Source: an optimization exercise on an open RTL-to-GDS flow (aim: small area, a short achievable clock period and few clock cycles). Production flows keep margins and buffers that such runs may drop.
RTL that was checked went through simulation tests only; none was proved equivalent to the original.
The clock input has no modelled driver; a real chip could not lean on it and would need a root buffer or a full tree.
Power figures rest on the tool's default switching activity, not on a simulated workload.

Design axi_data_width_converter_top, start of the top module:
module axi_data_width_converter_top #(
	parameter		SLAVE_DATA_WIDTH	= 256,
	parameter		MASTER_DATA_WIDTH	= 32,
	parameter byte	TID_WIDTH			= 1, 
	parameter byte	TDEST_WIDTH			= 1,
	parameter byte	TUSER_WIDTH			= 1,
	parameter bit	TID_EN				= 0,
	parameter bit	TDEST_EN			= 0,
	parameter bit	TUSER_EN			= 0
)(
	input logic aclk,
	input logic areset_n,
	output	logic								s_axis_tready,
	input	logic								s_axis_tvalid,
	input	logic [SLAVE_DATA_WIDTH - 1:0]		s_axis_tdata,
	input	logic [SLAVE_DATA_WIDTH / 8 - 1:0]	s_axis_tkeep,
	input	logic								s_axis_tlast,
	input	logic [TID_WIDTH - 1:0]				s_axis_tid,
	input	logic [TDEST_WIDTH - 1:0]			s_axis_tdest,
	input	logic [TUSER_WIDTH - 1:0]			s_axis_tuser,
	input	logic								m_axis_tready,
	output	logic								m_axis_tvalid,
	output	logic [MASTER_DATA_WIDTH - 1:0]		m_axis_tdata,
	output	logic [MASTER_DATA_WIDTH / 8 - 1:0]	m_axis_tkeep,
	output	logic								m_axis_tlast,
	output	logic [TID_WIDTH - 1:0]				m_axis_tid,
	output	logic [TDEST_WIDTH - 1:0]			m_axis_tdest,
	output	logic [TUSER_WIDTH - 1:0]			m_axis_tuser
);
axi_data_width_downsizer #(
		.DATA_WIDTH_FROM(SLAVE_DATA_WIDTH),
		.DATA_WIDTH_TO(MASTER_DATA_WIDTH),
		.TID_WIDTH(TID_WIDTH),
		.TDEST_WIDTH(TDEST_WIDTH),
		.TUSER_WIDTH(TUSER_WIDTH),
		.TID_EN(TID_EN),
		.TDEST_EN(TDEST_EN),
  ...
Size in the first run: ~1000 cells after synthesis, about 340 flip-flops, ~12000 sq um of cells after synthesis.
Settings: LEC_CHECK=0, CAP_MARGIN=20, CORE_MARGIN=2, CORE_UTILIZATION=60, CTS_CLUSTER_DIAMETER=150, CTS_CLUSTER_SIZE=25, SETUP_SLACK_MARGIN=2.4, SLEW_MARGIN=20; clock period 4.0 ns.
standard.sh (not shown) runs the stock make flow with config.mk's settings and CLKGATE_MAP_FILE= SYNTH_SCRIPT=/design/flow/synth_recipe.tcl, a recipe that flattens the netlist after the stock synthesis.
==> flow/flow/run.sh <==
#!/bin/bash
# Standard layout, with the port buffers made from the smallest plain buffer
# and the top of the clock tree rebuilt after CTS (flow/post_cts.tcl).
set -euo pipefail
export BUFFER_PORTS_ARGS="-buffer_cell sky130_fd_sc_hd__buf_1"
export POST_CTS_TCL="$PWD/flow/post_cts.tcl"
bash standard.sh > standard.log 2>&1
Other scripts of this flow, unchanged in this note and not shown: flow/flow/post_cts.tcl
The first run went through all stages and came out clean.
Next try:
Settings changed: CTS_CLUSTER_SIZE 25 to 20.
- cell area went up slightly
- critical path depth went down by 6
- wire length went up slightly
- via count went down slightly
No functional check of the RTL was part of any run of this note.


Another version of the RTL of axi_data_width_converter_top (not shown whole).
Size: roughly 340 flip-flops, ~12,000 um^2 of cells after synthesis.
Settings: LEC_CHECK=0, CAP_MARGIN=20, CORE_MARGIN=2, CORE_UTILIZATION=55, CTS_CLUSTER_DIAMETER=150, CTS_CLUSTER_SIZE=20, SETUP_SLACK_MARGIN=2.5, SLEW_MARGIN=20; clock period 4.0 ns.
Scripts as last shown in full above: flow/flow/run.sh
Other scripts of this flow, unchanged in this note and not shown: flow/flow/post_cts.tcl
The baseline went through all stages and came out clean.
==> next run, changes <==
Settings changed: ABC_AREA from default to 1, SETUP_SLACK_MARGIN 2.5 to 2.4.
Effect: Flip-flop and latch count is unchanged. Worst setup slack is better by 0.057 ns. Wire length climbs by about 10%. Combinational power went up by about 10%. Synthesized cell count rose by about 70%. Sequential power went down by about 2%. Cell count increases by about 50%. Critical path depth is lower by 4. Utilization went down by 2.3 points.
==> next run, changes <==
Settings changed: ABC_AREA 1 to default.
Clock skew barely changes.
Fmax went down slightly.
Synthesized cell count went down by well over a third.
Cell count went down by a quarter to a third.
Register-to-register slack stays flat.
Design area went down by roughly a tenth.
Power went down slightly.
Via count went down by about a fifth.
Routed wire length went down by about a fifth.
No functional check of the RTL was part of any run of this note.


axi_data_width_converter_top, a different RTL version from the one above (not shown whole).
Size in the first run: ~1000 cells after synthesis, ~340 flip-flops, ~340 I/O pins, about 12000 µm² of cells after synthesis.
==> flow/config.mk <==
export PLATFORM = sky130hd
export DESIGN_NAME = axi_data_width_converter_top
export DESIGN_NICKNAME = axi_data_width_converter_top
export VERILOG_FILES = /design/flow/design.v
export SDC_FILE = /design/flow/constraint.sdc
export NUM_CORES = 4
export LEC_CHECK = 0
export CAP_MARGIN = 20
export CORE_MARGIN = 2
export CORE_UTILIZATION = 60
export CTS_CLUSTER_DIAMETER = 150
export CTS_CLUSTER_SIZE = 20
export PLACE_DENSITY = 0.75
export SETUP_SLACK_MARGIN = 2.4
export SLEW_MARGIN = 20
==> flow/constraint.sdc <==
create_clock -name core_clock -period 4.0 [get_ports {aclk}]
set_input_delay 0.8000 -clock core_clock [delete_from_list [all_inputs] [get_ports {aclk}]]
set_output_delay 0.8000 -clock core_clock [all_outputs]
set_load 0.01 [all_outputs]
Scripts as last shown in full above: flow/flow/run.sh
Other scripts of this flow, unchanged in this note and not shown: flow/flow/post_cts.tcl
The first run went through all stages and came out clean.
Testbench counts at the start, summed over its fixed seeds: cycles 18,458.
==> next run, changes <==
- CORE_UTILIZATION: 60 -> 65
- PLACE_DENSITY: 0.75 -> unset
=> Combinational power rose by about 0.4%; sequential cell count does not change; via count came out higher by 3.1%; routed wire length grows by 4.4%; worst setup slack is about the same; global-route usage rose by 4.5 points.
==> next run, changes <==
- CORE_UTILIZATION: 65 -> 60
- SETUP_SLACK_MARGIN: 2.4 -> 2.35
Critical path depth drops by 1; wire length falls by 4.5%; synthesized area is unchanged; synthesized cell count does not change; sequential cell count does not change; worst setup slack got worse by 0.036 ns; sequential share of layout area hardly moves; combinational power went down by about 1%; die area grows by 8.1%; first-iteration DRC count went down by 42%; core utilization goes down by 6.1 points.
==> next run, changes <==
- CORE_UTILIZATION: 60 -> 55
- SETUP_SLACK_MARGIN: 2.35 -> 2.4
After rerunning:
- final cell count went up slightly
- sequential share of layout area falls by 0.31 points
- maximum frequency increases slightly
- utilization falls by 5.2 points
- power hardly moves
- clock power is about the same
- flip-flop and latch count is unchanged
- critical path depth is higher by 1
- register-to-register slack improves by 0.02 ns
- design area came out higher slightly
- area after synthesis stays the same
==> next run, changes <==
- CORE_UTILIZATION: 55 -> 60
- CTS_CLUSTER_SIZE: 20 -> 25
- GPL_TIMING_DRIVEN: unset -> 0
Outcome: Design area climbs by 0.70%; cell count climbs by 4.6%; worst setup slack got worse by 0.034 ns; routed wire length climbs by 15%; power drops by 0.45%.
==> next run, changes <==
- GPL_TIMING_DRIVEN: 0 -> unset
- TNS_END_PERCENT: unset -> 50
Outcome:
- The new run passed the timing, DRC and antenna checks
- cell area decreases by 1.4%
- synthesized cell count is unchanged
- power falls by 1.8%
- global-route usage drops by 8.0 points
- core utilization came out lower by 1.0 points
- hold slack hardly moves

afterwards: timing with drivers on the ports:
No port has a modelled driver above. Below, the same layouts with a new extraction and two added sets of constraints. Step 1, drivers: a clkbuf_16 drives aclk and a buf_2 each remaining input, both assumed. Step 2 also shifts input and output timing later by t, the mid clock arrival at the registers, as if the neighbouring blocks saw the same clock. Three values: no drivers, after step 1, after step 2; two values: the first two.
run	shift t [ns]	setup WS [ns]	worst setup path after step 2
the first run of note 1	0.395	2.383 / 2.293 / 2.031	input to register
the second run of note 1	0.411	2.388 / 2.286 / 2.055	input to register
the first run of note 2	0.419	2.334 / 2.287 / 1.978	input to register
the second run of note 2	0.413	2.392 / 2.296 / 2.067	input to register
the third run of note 2	0.410	2.366 / 2.310 / 2.013	input to register
the first run of note 3	0.400	2.409 / 2.310 / 2.115	input to register
the second run of note 3	0.406	2.407 / 2.317 / 2.061	input to register
the third run of note 3	0.403	2.371 / 2.314 / 2.034	input to register
the fourth run of note 3	0.415	2.402 / 2.300 / 2.069	input to register
the fifth run of note 3	0.406	2.367 / 2.267 / 2.097	input to register
the sixth run of note 3	0.390	2.399 / 2.308 / 2.102	input to register
After both steps setup and hold are still met in every run listed. The setup slack of the first run of note 2, which loses most, moves by -0.047 ns with the drivers and by -0.356 ns with both steps.
